This design comes from an exercise in tuning for small area on the open sky130 flow, not from production work.
Function was checked by simulation only, so behaviour that the tests miss may differ from the original.
Power figures rest on the tool's default switching activity, not on a simulated workload.

## delta
Design Main, start of the top module:
module Main(
	input CLOCK_50,
	input rst,
	input [3:0] KEY,
	input [5:0] SW,
	input [9:0] SENSOR_N,
	input [3:0] BOUNDARY_N,
	input UART_RXD,
	output UART_TXD,
	output [3:0] MOTOR_MAIN,
	output [3:0] MOTOR_MAGNET,
	output MAGNET_N,
	output [10:0] DISPLAY
	);
Size in the first run: about 1,100 cells after synthesis, about 48 I/O pins, ~10,000 µm² of cells after synthesis.
Settings: LEC_CHECK=0, CAP_MARGIN=20, CORE_MARGIN=2, CORE_UTILIZATION=65, SLEW_MARGIN=20; clock period 20.0 ns.
standard.sh (not shown) runs the stock make flow with config.mk's settings and CLKGATE_MAP_FILE= SYNTH_SCRIPT=/design/flow/synth_recipe.tcl, a recipe that flattens the netlist after the stock synthesis.
==> flow/flow/run.sh <==
#!/bin/bash
# Own layout flow: the standard synthesis, then the combinational logic is
# re-mapped by ABC with an area-oriented script (flip-flops are kept as they are,
# same cells and names), then the standard layout from floorplan on, with
# port buffers of the smallest buffer and a clock tree of small buffers without
# dummy loads.
set -euo pipefail
HERE=$(pwd)
R=$HERE/orfs/results/${FLOW_PLATFORM}/Main/base
LIB=$FLOW_HOME/platforms/${FLOW_PLATFORM}/lib/sky130_fd_sc_hd__tt_025C_1v80.lib
YOSYS=$FLOW_HOME/../tools/install/yosys/bin/yosys
export BUFFER_PORTS_ARGS="-buffer_cell sky130_fd_sc_hd__buf_1"
export CTS_ARGS="$(cat $HERE/flow/cts_args.txt)"

bash standard.sh synth > standard_synth.log 2>&1
cp $R/1_2_yosys.v $HERE/std_1_2_yosys.v

cat > $HERE/remap.ys <<EOY
read_liberty -ignore_miss_func $LIB
read_verilog $HERE/std_1_2_yosys.v
hierarchy -top ${FLOW_TOP}
setattr -mod -set keep_hierarchy 1 sky130_fd_sc_hd__*df* sky130_fd_sc_hd__*dl* sky130_fd_sc_hd__conb_1
flatten
rename -hide w:_*_.*
select ${FLOW_TOP}
opt_clean
abc -liberty $LIB -dont_use sky130_fd_sc_hd__probe_p_8 -dont_use sky130_fd_sc_hd__probec_p_8 -dont_use sky130_fd_sc_hd__lpflow_bleeder_1 -dont_use sky130_fd_sc_hd__lpflow_clkbufkapwr_1 -dont_use sky130_fd_sc_hd__lpflow_clkbufkapwr_16 -dont_use sky130_fd_sc_hd__lpflow_clkbufkapwr_2 -dont_use sky130_fd_sc_hd__lpflow_clkbufkapwr_4 -dont_use sky130_fd_sc_hd__lpflow_clkbufkapwr_8 -dont_use sky130_fd_sc_hd__lpflow_clkinvkapwr_1 -dont_use sky130_fd_sc_hd__lpflow_clkinvkapwr_16 -dont_use sky130_fd_sc_hd__lpflow_clkinvkapwr_2 -dont_use sky130_fd_sc_hd__lpflow_clkinvkapwr_4 -dont_use sky130_fd_sc_hd__lpflow_clkinvkapwr_8 -dont_use sky130_fd_sc_hd__lpflow_decapkapwr_12 -dont_use sky130_fd_sc_hd__lpflow_decapkapwr_3 -dont_use sky130_fd_sc_hd__lpflow_decapkapwr_4 -dont_use sky130_fd_sc_hd__lpflow_decapkapwr_6 -dont_use sky130_fd_sc_hd__lpflow_decapkapwr_8 -dont_use sky130_fd_sc_hd__lpflow_inputiso0n_1 -dont_use sky130_fd_sc_hd__lpflow_inputiso0p_1 -dont_use sky130_fd_sc_hd__lpflow_inputiso1n_1 -dont_use sky130_fd_sc_hd__lpflow_inputiso1p_1 -dont_use sky130_fd_sc_hd__lpflow_inputisolatch_1 -dont_use sky130_fd_sc_hd__lpflow_isobufsrc_1 -dont_use sky130_fd_sc_hd__lpflow_isobufsrc_16 -dont_use sky130_fd_sc_hd__lpflow_isobufsrc_2 -dont_use sky130_fd_sc_hd__lpflow_isobufsrc_4 -dont_use sky130_fd_sc_hd__lpflow_isobufsrc_8 -dont_use sky130_fd_sc_hd__lpflow_isobufsrckapwr_16 -dont_use sky130_fd_sc_hd__lpflow_lsbuf_lh_hl_isowell_tap_1 -dont_use sky130_fd_sc_hd__lpflow_lsbuf_lh_hl_isowell_tap_2 -dont_use sky130_fd_sc_hd__lpflow_lsbuf_lh_hl_isowell_tap_4 -dont_use sky130_fd_sc_hd__lpflow_lsbuf_lh_isowell_4 -dont_use sky130_fd_sc_hd__lpflow_lsbuf_lh_isowell_tap_1 -dont_use sky130_fd_sc_hd__lpflow_lsbuf_lh_isowell_tap_2 -dont_use sky130_fd_sc_hd__lpflow_lsbuf_lh_isowell_tap_4  -script +$(cat $HERE/flow/abc_script.txt)
opt_clean
hilomap -singleton -hicell sky130_fd_sc_hd__conb_1 HI -locell sky130_fd_sc_hd__conb_1 LO
insbuf -buf sky130_fd_sc_hd__buf_4 A X
opt_clean -purge
rename -enumerate -pattern rm_%_
stat -liberty $LIB
write_verilog -noattr -nohex -nodec -selected $HERE/remap_1_2_yosys.v
EOY
$YOSYS -s $HERE/remap.ys > remap.log 2>&1
cp $HERE/remap_1_2_yosys.v $R/1_2_yosys.v
rm -f $R/1_synth.odb $R/1_synth.sdc
bash standard.sh > standard.log 2>&1
==> flow/flow/cts_args.txt <==
-sink_clustering_enable -repair_clock_nets -dont_use_dummy_load -buf_list sky130_fd_sc_hd__clkbuf_2 -sink_clustering_size 6 -sink_clustering_max_diameter 40
Other scripts of this flow, unchanged in this note and not shown: flow/flow/abc_script.txt
Edits applied to the flow inputs when going from delta to willow:
==> flow/flow/cts_args.txt <==
-sink_clustering_enable -repair_clock_nets -dont_use_dummy_load -buf_list sky130_fd_sc_hd__clkbuf_8 -sink_clustering_size 16 -sink_clustering_max_diameter 50
Findings:
- Total power consumption of the routed design, willow and delta: smaller value in delta
- Sort willow and delta by fmax, ascending, and delta comes first.
- Taking delta as the reference, in willow combinational power saw a decrease; global router's overall resource usage saw a decrease; worst hold slack saw a decrease; wire length of the first global-routing pass saw a decrease.


Another version of the RTL of Main (not shown whole).
Size: ~1100 cells after synthesis, about 48 I/O pins, roughly 0.010 mm^2 of cells after synthesis.
## Main
module Main(
	input CLOCK_50,
	input rst,
	input [3:0] KEY,
	input [5:0] SW,
	input [9:0] SENSOR_N,
	input [3:0] BOUNDARY_N,
	input UART_RXD,
	output UART_TXD,
	output [3:0] MOTOR_MAIN,
	output [3:0] MOTOR_MAGNET,
	output MAGNET_N,
	output [10:0] DISPLAY
	);
clock: 20.0 ns
lec_check: 0
cap_margin: 20
core_margin: 2
core_utilization: 65
slew_margin: 20
==> flow/flow/run.sh <==
#!/bin/bash
# Own layout flow: the standard synthesis, then the combinational logic is
# re-mapped by ABC with an area-oriented script (flip-flops are kept as they are,
# same cells and names), then the standard layout from floorplan on, with
# port buffers of the smallest buffer and a clock tree of small buffers without
# dummy loads.
set -euo pipefail
HERE=$(pwd)
R=$HERE/orfs/results/${FLOW_PLATFORM}/Main/base
LIB=$FLOW_HOME/platforms/${FLOW_PLATFORM}/lib/sky130_fd_sc_hd__tt_025C_1v80.lib
YOSYS=$FLOW_HOME/../tools/install/yosys/bin/yosys
export BUFFER_PORTS_ARGS="-buffer_cell sky130_fd_sc_hd__buf_1"
export CTS_ARGS="$(cat $HERE/flow/cts_args.txt)"

bash standard.sh synth > standard_synth.log 2>&1
cp $R/1_2_yosys.v $HERE/std_1_2_yosys.v

# Re-map with each ABC script in abc_scripts.txt (one per line), in parallel,
# and keep the smallest result.
remap() {
  local n=$1 script=$2
cat > $HERE/remap_$n.ys <<EOY
read_liberty -ignore_miss_func $LIB
read_verilog $HERE/std_1_2_yosys.v
hierarchy -top ${FLOW_TOP}
setattr -mod -set keep_hierarchy 1 sky130_fd_sc_hd__*df* sky130_fd_sc_hd__*dl* sky130_fd_sc_hd__conb_1
flatten
rename -hide w:_*_.*
select ${FLOW_TOP}
opt_clean
abc -liberty $LIB -dont_use sky130_fd_sc_hd__probe_p_8 -dont_use sky130_fd_sc_hd__probec_p_8 -dont_use sky130_fd_sc_hd__lpflow_bleeder_1 -dont_use sky130_fd_sc_hd__lpflow_clkbufkapwr_1 -dont_use sky130_fd_sc_hd__lpflow_clkbufkapwr_16 -dont_use sky130_fd_sc_hd__lpflow_clkbufkapwr_2 -dont_use sky130_fd_sc_hd__lpflow_clkbufkapwr_4 -dont_use sky130_fd_sc_hd__lpflow_clkbufkapwr_8 -dont_use sky130_fd_sc_hd__lpflow_clkinvkapwr_1 -dont_use sky130_fd_sc_hd__lpflow_clkinvkapwr_16 -dont_use sky130_fd_sc_hd__lpflow_clkinvkapwr_2 -dont_use sky130_fd_sc_hd__lpflow_clkinvkapwr_4 -dont_use sky130_fd_sc_hd__lpflow_clkinvkapwr_8 -dont_use sky130_fd_sc_hd__lpflow_decapkapwr_12 -dont_use sky130_fd_sc_hd__lpflow_decapkapwr_3 -dont_use sky130_fd_sc_hd__lpflow_decapkapwr_4 -dont_use sky130_fd_sc_hd__lpflow_decapkapwr_6 -dont_use sky130_fd_sc_hd__lpflow_decapkapwr_8 -dont_use sky130_fd_sc_hd__lpflow_inputiso0n_1 -dont_use sky130_fd_sc_hd__lpflow_inputiso0p_1 -dont_use sky130_fd_sc_hd__lpflow_inputiso1n_1 -dont_use sky130_fd_sc_hd__lpflow_inputiso1p_1 -dont_use sky130_fd_sc_hd__lpflow_inputisolatch_1 -dont_use sky130_fd_sc_hd__lpflow_isobufsrc_1 -dont_use sky130_fd_sc_hd__lpflow_isobufsrc_16 -dont_use sky130_fd_sc_hd__lpflow_isobufsrc_2 -dont_use sky130_fd_sc_hd__lpflow_isobufsrc_4 -dont_use sky130_fd_sc_hd__lpflow_isobufsrc_8 -dont_use sky130_fd_sc_hd__lpflow_isobufsrckapwr_16 -dont_use sky130_fd_sc_hd__lpflow_lsbuf_lh_hl_isowell_tap_1 -dont_use sky130_fd_sc_hd__lpflow_lsbuf_lh_hl_isowell_tap_2 -dont_use sky130_fd_sc_hd__lpflow_lsbuf_lh_hl_isowell_tap_4 -dont_use sky130_fd_sc_hd__lpflow_lsbuf_lh_isowell_4 -dont_use sky130_fd_sc_hd__lpflow_lsbuf_lh_isowell_tap_1 -dont_use sky130_fd_sc_hd__lpflow_lsbuf_lh_isowell_tap_2 -dont_use sky130_fd_sc_hd__lpflow_lsbuf_lh_isowell_tap_4  -script +$script
opt_clean
hilomap -singleton -hicell sky130_fd_sc_hd__conb_1 HI -locell sky130_fd_sc_hd__conb_1 LO
insbuf -buf sky130_fd_sc_hd__buf_4 A X
opt_clean -purge
rename -enumerate -pattern rm_%_
select -assert-none ${FLOW_TOP}/t:\$* ${FLOW_TOP}/t:\$scopeinfo %d
tee -o $HERE/remap_$n.stat stat -liberty $LIB
write_verilog -noattr -nohex -nodec -selected $HERE/remap_$n.v
EOY
  timeout 1200 $YOSYS -s $HERE/remap_$n.ys > $HERE/remap_$n.log 2>&1 || true
}
n=0
while IFS= read -r line; do
  [[ -z "$line" ]] && continue
  n=$((n+1))
  remap $n "$line" &
done < $HERE/flow/abc_scripts.txt
wait
best=""; bestarea=""
for f in $HERE/remap_*.stat; do
  a=$(grep -o "Chip area for module.*: [0-9.]*" $f | awk '{print $NF}')
  [[ -z "$a" ]] && continue
  v=${f%.stat}.v
  [[ -s $v ]] || continue
  if [[ -z "$best" ]] || awk -v x=$a -v y=$bestarea 'BEGIN{exit !(x<y)}'; then best=$v; bestarea=$a; fi
done
echo "picked $best ($bestarea)" > $HERE/remap_pick.txt
cp $best $HERE/remap_1_2_yosys.v
cp $HERE/remap_1_2_yosys.v $R/1_2_yosys.v
rm -f $R/1_synth.odb $R/1_synth.sdc
bash standard.sh > standard.log 2>&1
==> flow/flow/abc_scripts.txt <==
strash;&get,-n;&fraig,-x;&put;dc2;dc2;dc2;strash;&get,-n;&dch,-f;&nf,-R,1000;&put
==> flow/flow/cts_args.txt <==
-sink_clustering_enable -repair_clock_nets -dont_use_dummy_load -buf_list sky130_fd_sc_hd__clkbuf_8 -sink_clustering_size 20 -sink_clustering_max_diameter 60
The first run produced a clean layout.
Rerun with:
==> flow/flow/abc_scripts.txt (replaced) <==
strash;&get,-n;&fraig,-x;&put;dc2;dc2;dc2;strash;&get,-n;&dch,-f;&nf,-R,1000;&put
strash;&get,-n;&fraig,-x;&put;dc2;dc2;dc2;strash;&get,-n;&deepsyn,-T,40;&dch,-f;&nf,-R,1000;&put
strash;&get,-n;&fraig,-x;&put;dc2;dc2;dc2;strash;&get,-n;&deepsyn,-T,40,-S,7;&dch,-f;&nf,-R,1000;&put
strash;&get,-n;&fraig,-x;&put;dc2;dc2;dc2;strash;&get,-n;&deepsyn,-T,40,-S,42;&put;dc2;strash;&get,-n;&dch,-f;&nf,-R,1000;&put
==> flow/flow/cts_args.txt (replaced) <==
-sink_clustering_enable -repair_clock_nets -dont_use_dummy_load -buf_list sky130_fd_sc_hd__clkbuf_4 -sink_clustering_size 10 -sink_clustering_max_diameter 50
=>
- final area fell by 0.85%
- clock-buffer cell count rose by 13
- power rose by 2.5%
- wire length rose by about 0.7%
- worst hold slack loses 0.0044 ns
- area after synthesis fell by 0.89%
- first-iteration DRC count rose by 8.2%
- utilization fell by 0.34 points
- fmax fell by 2.1%
- via count hardly moves


Main, a different RTL version from the one above (not shown whole).
For scale: about 290 flip-flops, roughly 48 I/O pins.
clock: 20.0 ns
lec_check: 0
cap_margin: 20
core_margin: 2
core_utilization: 40
slew_margin: 20
run.sh (not shown) runs the stock make flow with config.mk's settings and CLKGATE_MAP_FILE= SYNTH_SCRIPT=/design/flow/synth_recipe.tcl, a recipe that flattens the netlist after the stock synthesis.
Stock flow here: none of the scripts above is used.
The starting point went through all stages and came out clean.
Rerun with:
CTS_BUF_LIST = sky130_fd_sc_hd__clkbuf_2   (was default)
CTS_CLUSTER_SIZE = 30   (was default)
Critical path depth fell by 3.
Die area stays the same.
Clock power fell by 33%.
Power fell by 16%.
Global-route usage rose by 0.35 points.
Cell area fell by 2.7%.
Rerun with:
CTS_BUF_LIST = sky130_fd_sc_hd__clkbuf_4   (was sky130_fd_sc_hd__clkbuf_2)
CTS_CLUSTER_SIZE = default   (was 30)
Die area stays the same.
Setup slack gains 0.17 ns.
Design area is higher by 3.0%.


## the reference run
Another version of the RTL of Main (not shown whole).
Size in the first run: ~48 I/O pins.
Settings: LEC_CHECK=0, CAP_MARGIN=20, CORE_MARGIN=2, CORE_UTILIZATION=65, SLEW_MARGIN=20; clock period 20.0 ns.
standard.sh (not shown) runs the stock make flow with config.mk's settings and CLKGATE_MAP_FILE= SYNTH_SCRIPT=/design/flow/synth_recipe.tcl, a recipe that flattens the netlist after the stock synthesis.
==> flow/flow/run.sh <==
#!/bin/bash
# Own layout flow: the standard synthesis, then the combinational logic is
# re-mapped by ABC with an area-oriented script (flip-flops are kept as they are,
# same cells and names), then the standard layout from floorplan on, with
# port buffers of the smallest buffer and a clock tree of small buffers without
# dummy loads.
set -euo pipefail
HERE=$(pwd)
R=$HERE/orfs/results/${FLOW_PLATFORM}/Main/base
LIB=$FLOW_HOME/platforms/${FLOW_PLATFORM}/lib/sky130_fd_sc_hd__tt_025C_1v80.lib
YOSYS=$FLOW_HOME/../tools/install/yosys/bin/yosys
export BUFFER_PORTS_ARGS="-buffer_cell sky130_fd_sc_hd__buf_1"
export CTS_ARGS="$(cat $HERE/flow/cts_args.txt)"

bash standard.sh synth > standard_synth.log 2>&1
cp $R/1_2_yosys.v $HERE/std_1_2_yosys.v

cat > $HERE/remap.ys <<EOY
read_liberty -ignore_miss_func $LIB
read_verilog $HERE/std_1_2_yosys.v
hierarchy -top ${FLOW_TOP}
setattr -mod -set keep_hierarchy 1 sky130_fd_sc_hd__*df* sky130_fd_sc_hd__*dl* sky130_fd_sc_hd__conb_1
flatten
rename -hide w:_*_.*
select ${FLOW_TOP}
opt_clean
abc -liberty $LIB -dont_use sky130_fd_sc_hd__probe_p_8 -dont_use sky130_fd_sc_hd__probec_p_8 -dont_use sky130_fd_sc_hd__lpflow_bleeder_1 -dont_use sky130_fd_sc_hd__lpflow_clkbufkapwr_1 -dont_use sky130_fd_sc_hd__lpflow_clkbufkapwr_16 -dont_use sky130_fd_sc_hd__lpflow_clkbufkapwr_2 -dont_use sky130_fd_sc_hd__lpflow_clkbufkapwr_4 -dont_use sky130_fd_sc_hd__lpflow_clkbufkapwr_8 -dont_use sky130_fd_sc_hd__lpflow_clkinvkapwr_1 -dont_use sky130_fd_sc_hd__lpflow_clkinvkapwr_16 -dont_use sky130_fd_sc_hd__lpflow_clkinvkapwr_2 -dont_use sky130_fd_sc_hd__lpflow_clkinvkapwr_4 -dont_use sky130_fd_sc_hd__lpflow_clkinvkapwr_8 -dont_use sky130_fd_sc_hd__lpflow_decapkapwr_12 -dont_use sky130_fd_sc_hd__lpflow_decapkapwr_3 -dont_use sky130_fd_sc_hd__lpflow_decapkapwr_4 -dont_use sky130_fd_sc_hd__lpflow_decapkapwr_6 -dont_use sky130_fd_sc_hd__lpflow_decapkapwr_8 -dont_use sky130_fd_sc_hd__lpflow_inputiso0n_1 -dont_use sky130_fd_sc_hd__lpflow_inputiso0p_1 -dont_use sky130_fd_sc_hd__lpflow_inputiso1n_1 -dont_use sky130_fd_sc_hd__lpflow_inputiso1p_1 -dont_use sky130_fd_sc_hd__lpflow_inputisolatch_1 -dont_use sky130_fd_sc_hd__lpflow_isobufsrc_1 -dont_use sky130_fd_sc_hd__lpflow_isobufsrc_16 -dont_use sky130_fd_sc_hd__lpflow_isobufsrc_2 -dont_use sky130_fd_sc_hd__lpflow_isobufsrc_4 -dont_use sky130_fd_sc_hd__lpflow_isobufsrc_8 -dont_use sky130_fd_sc_hd__lpflow_isobufsrckapwr_16 -dont_use sky130_fd_sc_hd__lpflow_lsbuf_lh_hl_isowell_tap_1 -dont_use sky130_fd_sc_hd__lpflow_lsbuf_lh_hl_isowell_tap_2 -dont_use sky130_fd_sc_hd__lpflow_lsbuf_lh_hl_isowell_tap_4 -dont_use sky130_fd_sc_hd__lpflow_lsbuf_lh_isowell_4 -dont_use sky130_fd_sc_hd__lpflow_lsbuf_lh_isowell_tap_1 -dont_use sky130_fd_sc_hd__lpflow_lsbuf_lh_isowell_tap_2 -dont_use sky130_fd_sc_hd__lpflow_lsbuf_lh_isowell_tap_4  -script +$(cat $HERE/flow/abc_script.txt)
opt_clean
hilomap -singleton -hicell sky130_fd_sc_hd__conb_1 HI -locell sky130_fd_sc_hd__conb_1 LO
insbuf -buf sky130_fd_sc_hd__buf_4 A X
opt_clean -purge
rename -enumerate -pattern rm_%_
stat -liberty $LIB
write_verilog -noattr -nohex -nodec -selected $HERE/remap_1_2_yosys.v
EOY
$YOSYS -s $HERE/remap.ys > remap.log 2>&1
cp $HERE/remap_1_2_yosys.v $R/1_2_yosys.v
rm -f $R/1_synth.odb $R/1_synth.sdc
bash standard.sh > standard.log 2>&1
==> flow/flow/cts_args.txt <==
-sink_clustering_enable -repair_clock_nets -dont_use_dummy_load -buf_list sky130_fd_sc_hd__clkbuf_4 -sink_clustering_size 8 -sink_clustering_max_diameter 40
Other scripts of this flow, unchanged in this note and not shown: flow/flow/abc_script.txt
Setup changes, the reference run to the trial run
==> flow/flow/cts_args.txt <==
-sink_clustering_enable -repair_clock_nets -dont_use_dummy_load -buf_list sky130_fd_sc_hd__clkbuf_4 -sink_clustering_size 10 -sink_clustering_max_diameter 50
==> comparison <==
- The final layout from the trial run, which completed every stage, passed the timing, DRC and antenna checks at the end of the flow.
- Per the comparison of the trial run with the reference run, number of endpoints with negative hold slack in the final report saw little to no change, overall track demand over capacity in global routing saw little to no change, area growth from synthesis to final layout saw a decrease, minimum hold slack saw a decrease.
- The trial run against the reference run: routed wire length on met3 has decreased; clock period minus worst slack has decreased.
- For wire length reported by the detailed router, the reference run and the trial run come out practically identical.
- Area of all placed cells without fillers is higher on the reference run
- Taking the reference run as the reference point, the routing usage on met1 of the trial run rises by 0.49 points.
- Taking the reference run as the reference, in the trial run leakage power of the design shows a reduction of 0.037 nW, logic gate share of total power now sits at about the same level.

## port drivers added, routing unchanged
How much do the figures lean on ideal ports? The routed layouts below were timed once more, with nothing changed but the port constraints. Step 1 assumes that a clkbuf_16 drives the clock port and a buf_2 every other input. Step 2 also shifts input and output timing later by t, the mid clock arrival at the registers, as if the neighbouring blocks saw the same clock. Three values: ideal, step 1, step 2; two values: the first two.
| run | shift t [ns] | slack for setup (ns) | clock arrival spread, ns | slew at the worst register clock pin (ns) | pins driven straight from the clock port |
|---|---|---|---|---|---|
| delta | 0.782 | 13.948 / 13.909 / 13.835 | 0.074 / 0.073 | 0.12 / 0.12 | 1 |
| willow | 0.550 | 14.188 / 14.150 / 13.808 | 0.036 / 0.035 | 0.10 / 0.10 | 1 |
| the first run of note 2 | 0.535 | 14.194 / 14.159 / 13.883 | 0.052 / 0.052 | 0.12 / 0.12 | 1 |
| the second run of note 2 | 0.696 | 14.068 / 14.028 / 13.959 | 0.062 / 0.061 | 0.11 / 0.11 | 1 |
| the first run of note 3 | 0.548 | 14.135 / 14.144 / 13.597 | 0.016 / 0.017 | 0.06 / 0.06 | 1 |
| the second run of note 3 | 0.833 | 14.103 / 14.063 / 13.592 | 0.104 / 0.104 | 0.11 / 0.11 | 1 |
| the third run of note 3 | 0.698 | 14.270 / 14.225 / 13.588 | 0.050 / 0.051 | 0.08 / 0.08 | 1 |
| the reference run | 0.639 | 14.112 / 14.074 / 13.845 | 0.047 / 0.047 | 0.09 / 0.09 | 1 |
| the trial run | 0.640 | 14.118 / 14.080 / 13.856 | 0.044 / 0.044 | 0.11 / 0.11 | 1 |
After both steps setup and hold are still met in every run listed. For the third run of note 3, which loses most, drivers alone change the setup slack by -0.045 ns; drivers and shift together by -0.682 ns.
